What follows belongs to an exercise in optimizing a design on an open flow for small area; a production flow would make more cautious choices. Function was checked by simulation only, so behaviour that the tests miss may differ from the original. The flow treats the clock pin as an ideal source. Dropping or thinning the clock tree relies on that and would not hold on a real chip. Power figures rest on the tool's default switching activity, not on a simulated workload.

==> flow/design.v (excerpt) <==
module full_traffic_light(
input clk_27,
input reset,
input de_bug,
input left_turn_request,
input [1:0]push_button,
output northbound_green, northbound_amber, northbound_red,
output southbound_green, southbound_amber, southbound_red,
output [1:0] southbound_arrow,
output eastbound_green, eastbound_amber, eastbound_red,
output westbound_green, westbound_amber, westbound_red,
output [4:0] NBnd_D, SBnd_D, EBnd_D, WBnd_D,
output [6:1] northbound, southbound, eastbound, westbound
);
Size: roughly 220 cells after synthesis, roughly 70 flip-flops, about 64 I/O pins, about 0.0028 sq mm of cells after synthesis.
Settings: LEC_CHECK=0, CAP_MARGIN=20, CORE_MARGIN=2, CORE_UTILIZATION=65, SLEW_MARGIN=20, SYNTH_HIERARCHICAL=1, SYNTH_MINIMUM_KEEP_SIZE=0; clock period 10.0 ns.
standard.sh (not shown) runs the stock make flow with config.mk's settings and CLKGATE_MAP_FILE= SYNTH_SCRIPT=/design/flow/synth_recipe.tcl, a recipe that flattens the netlist after the stock synthesis.
==> flow/flow/run.sh <==
#!/bin/bash
# Standard layout, except:
#  - logic cells are set to their smallest drive strength after floorplan
#    (flow/downsize.tcl); later repair steps upsize where needed;
#  - the port buffers are the smallest buffer cell (buf_1);
#  - the clock tree is a few clock buffers, one per cluster of flip-flops,
#    each driven by the clock port (flow/cts.tcl).
set -euo pipefail
export POST_FLOORPLAN_TCL="$(pwd)/flow/downsize.tcl"
export BUFFER_PORTS_ARGS="-buffer_cell sky130_fd_sc_hd__buf_1"
export PRE_CTS_TCL="$(pwd)/flow/cts.tcl"
export MY_CLOCK_CLUSTERS="${MY_CLOCK_CLUSTERS:-4}"
export MY_CLOCK_BUFFER="${MY_CLOCK_BUFFER:-sky130_fd_sc_hd__clkbuf_8}"
bash standard.sh > standard.log 2>&1
Other scripts of this flow, unchanged in this note and not shown: flow/flow/cts.tcl, flow/flow/downsize.tcl
The baseline went through all stages and came out clean.
Change:
--- a/flow/flow/run.sh
+++ b/flow/flow/run.sh
@@ -4,4 +4,6 @@
 #    (flow/downsize.tcl); later repair steps upsize where needed;
 #  - the port buffers are the smallest buffer cell (buf_1);
+#  - an input port buffer feeding one more buffer takes that buffer's
+#    cell instead (flow/resize.tcl);
 #  - the clock tree is a few clock buffers, one per cluster of flip-flops,
 #    each driven by the clock port (flow/cts.tcl).
@@ -9,4 +11,5 @@
 export POST_FLOORPLAN_TCL="$(pwd)/flow/downsize.tcl"
 export BUFFER_PORTS_ARGS="-buffer_cell sky130_fd_sc_hd__buf_1"
+export PRE_RESIZE_TCL="$(pwd)/flow/resize.tcl"
 export PRE_CTS_TCL="$(pwd)/flow/cts.tcl"
 export MY_CLOCK_CLUSTERS="${MY_CLOCK_CLUSTERS:-4}"
==> flow/flow/resize.tcl (new file) <==
# Sourced before the resize step: an input port whose buffer drives a
# single buffer (added by placement's repair for a large fanout, as for the
# reset) gets that buffer's cell as its port buffer instead of the chain.
set block [ord::get_db_block]
foreach bterm [$block getBTerms] {
  if {[$bterm getIoType] ne "INPUT"} { continue }
  set net [$bterm getNet]
  if {$net eq "NULL" || [$net getSigType] eq "CLOCK"} { continue }
  set its [$net getITerms]
  if {[llength $its] != 1} { continue }
  set pbuf [[lindex $its 0] getInst]
  if {![regexp {__buf_|__clkbuf_} [[$pbuf getMaster] getName]]} { continue }
  set onet ""
  foreach it [$pbuf getITerms] { if {[$it isOutputSignal]} { set onet [$it getNet] } }
  if {$onet eq "" || $onet eq "NULL"} { continue }
  set loads {}
  foreach it [$onet getITerms] { if {[$it getInst] ne $pbuf} { lappend loads $it } }
  if {[llength $loads] != 1 || [llength [$onet getBTerms]] != 0} { continue }
  set b2 [[lindex $loads 0] getInst]
  set cell [[$b2 getMaster] getName]
  if {![regexp {__buf_|__clkbuf_} $cell]} { continue }
  puts "port [$bterm getName]: buffer [$pbuf getName] -> [$b2 getName] ($cell) merged"
  remove_buffers [get_cells [$b2 getName]]
  replace_cell [$pbuf getName] $cell
}
What happened: Worst hold slack stays flat. Core utilization falls by 0.12 points. Flip-flop and latch count stays the same. Clock power barely changes. Cell area hardly moves. Sequential power barely changes. Clock skew rises by 0.0070 ns. Combinational power falls by about 3%. Worst setup slack got worse by 0.083 ns.
No run of this note takes its clock network from TritonCTS; it comes from the design's own scripts or RTL.


main:
full_traffic_light, a different RTL version from the one above (not shown whole).
Size in the first run: about 71 flip-flops, about 64 I/O pins.
clock: 10.0 ns
lec_check: 0
cap_margin: 20
core_margin: 2
core_utilization: 65
slew_margin: 20
synth_hierarchical: 1
synth_minimum_keep_size: 0
==> flow/flow/run.sh <==
#!/bin/bash
# Standard layout, except:
#  - logic cells are set to their smallest drive strength after floorplan
#    (flow/downsize.tcl); later repair steps upsize where needed;
#  - the port buffers are the smallest buffer cell (buf_1);
#  - the clock tree is a few clock buffers, one per cluster of flip-flops,
#    each driven by the clock port (flow/cts.tcl).
set -euo pipefail
export POST_FLOORPLAN_TCL="$(pwd)/flow/downsize.tcl"
export BUFFER_PORTS_ARGS="-buffer_cell sky130_fd_sc_hd__buf_1"
export PRE_CTS_TCL="$(pwd)/flow/cts.tcl"
export MY_CLOCK_CLUSTERS="${MY_CLOCK_CLUSTERS:-4}"
export MY_CLOCK_BUFFER="${MY_CLOCK_BUFFER:-sky130_fd_sc_hd__clkbuf_8}"
bash standard.sh > standard.log 2>&1
Other scripts of this flow, unchanged in this note and not shown: flow/flow/cts.tcl, flow/flow/downsize.tcl
Input-level comparison between the feature branch and main:
-- flow/config.mk --
<<< main, line 10
export CORE_UTILIZATION = 65
>>> the feature branch, line 10
export CORE_UTILIZATION = 40
Findings:
Count of nets after finishing: main vs the feature branch identical
In the feature branch, the cell count came out 15% above the value in main.
Summary: global-route wire length before repair, the feature branch better than main
Diff the feature branch..main | register share of total power | negligible
Looking only at synthesis-to-layout area growth, and setting everything else aside, the higher value of the feature branch and main goes to the feature branch.
Internal power of main is on par with the feature branch.
No run of this note takes its clock network from TritonCTS; it comes from the design's own scripts or RTL.


Setup of run A:
Another version of the RTL of full_traffic_light (not shown whole).
Size: about 250 cells after synthesis, ~72 flip-flops, about 64 I/O pins, roughly 0.0030 mm2 of cells after synthesis.
make LEC_CHECK=0 CAP_MARGIN=20 CORE_MARGIN=2 CORE_UTILIZATION=40 SLEW_MARGIN=20 finish   # period 10.0 ns
run.sh (not shown) runs the stock make flow with config.mk's settings and CLKGATE_MAP_FILE= SYNTH_SCRIPT=/design/flow/synth_recipe.tcl, a recipe that flattens the netlist after the stock synthesis.
Stock flow here: none of the scripts above is used.
The following lists how run B was set up differently from run A:
==> flow/flow/run.sh (new file) <==
#!/bin/bash
# Standard layout, with the port buffers made from the smallest buffer cell
# and a clock tree of small clock buffers without dummy loads.
set -euo pipefail
export BUFFER_PORTS_ARGS="-buffer_cell sky130_fd_sc_hd__buf_1"
export CTS_ARGS="-sink_clustering_enable -repair_clock_nets -buf_list {sky130_fd_sc_hd__clkbuf_4 sky130_fd_sc_hd__clkbuf_8} -sink_clustering_size 50 -sink_clustering_max_diameter 200 -dont_use_dummy_load"
bash standard.sh > standard.log 2>&1
==> flow/standard.sh (new file) <==
#!/bin/bash
# synth_recipe.tcl (not shown) runs the flow's synth.tcl, then flattens the netlist and writes it again
# the make line also repeats each setting of config.mk as NAME=value (left out here)
make -C /OpenROAD-flow-scripts/flow DESIGN_CONFIG=/design/flow/config.mk WORK_HOME=/design/flow/orfs CLKGATE_MAP_FILE= SYNTH_SCRIPT=/design/flow/synth_recipe.tcl "${@:-finish}"
removed: flow/run.sh
### Flow results
Run B | stages: all done | timing, DRC, antenna: all pass. Compared with run A, in run B shortest clock period the worst path allows after layout shows a reduction of 520 ps; power dissipated by switching net loads shows a reduction of about 7%; clock buffer instance count of the final layout shows a reduction of 4.
Modified inputs, run C compared to run B
--- a/flow/flow/run.sh
+++ b/flow/flow/run.sh
@@ -6 +6 @@
-export CTS_ARGS="-sink_clustering_enable -repair_clock_nets -buf_list {sky130_fd_sc_hd__clkbuf_4 sky130_fd_sc_hd__clkbuf_8} -sink_clustering_size 50 -sink_clustering_max_diameter 200 -dont_use_dummy_load"
+export CTS_ARGS="-sink_clustering_enable -repair_clock_nets -buf_list {sky130_fd_sc_hd__clkbuf_2 sky130_fd_sc_hd__clkbuf_4} -sink_clustering_size 30 -sink_clustering_max_diameter 100 -dont_use_dummy_load"
Notes after the runs:
Routed length on met2 ended up 10 um higher on run C than on run B. Run C vs. run B: via count picked up an extra 8, final max-slew violation count neither gained nor lost much, wire length of the first global-routing pass neither gained nor lost much. Summary of run C over run B: number of DRC markers in iteration 0 increased 1, detailed-routing wirelength on met1 decreased about 1.5%, final cell utilization of the core decreased 0.78 points, final hold slack essentially unchanged. Final total power shrinks by a little under 10% when moving from run B to run C. Taking run B as the reference, in run C sequential share of layout area rose 1.1 points, power drawn by the clock network fell 26%.

afterwards: timing with drivers on the ports:
How much do the figures lean on ideal ports? The routed layouts below were timed once more, with nothing changed but the port constraints. Step 1 sets driving cells, clkbuf_16 on the clock port and buf_2 on the other inputs (assumed; they add their load-dependent delay and slew). Step 2 moves the port delays by t, midway between the first and last clock arrival at a register: inputs arrive t later, outputs are due t later. That takes back most of the time a late clock gives input paths. Slacks: ideal / step 1 / step 2; pairs: ideal / step 1.
| run | t, ns | slack for setup (ns) | worst setup path after step 2 | pins driven straight from the clock port |
|---|---|---|---|---|
| the first run of note 1 | 0.203 | 6.095 / 6.042 / 6.244 | register to output | 4 |
| the second run of note 1 | 0.203 | 6.012 / 5.957 / 6.160 | register to output | 4 |
| main | 0.210 | 5.833 / 5.779 / 5.988 | register to output | 4 |
| the feature branch | 0.212 | 5.781 / 5.726 / 5.938 | register to output | 4 |
| run A | 0.356 | 5.244 / 5.217 / 5.573 | register to output | 1 |
| run B | 0.359 | 5.767 / 5.735 / 6.095 | register to output | 1 |
| run C | 0.412 | 5.688 / 5.661 / 6.073 | register to output | 1 |
After both steps setup and hold are still met in every run listed.
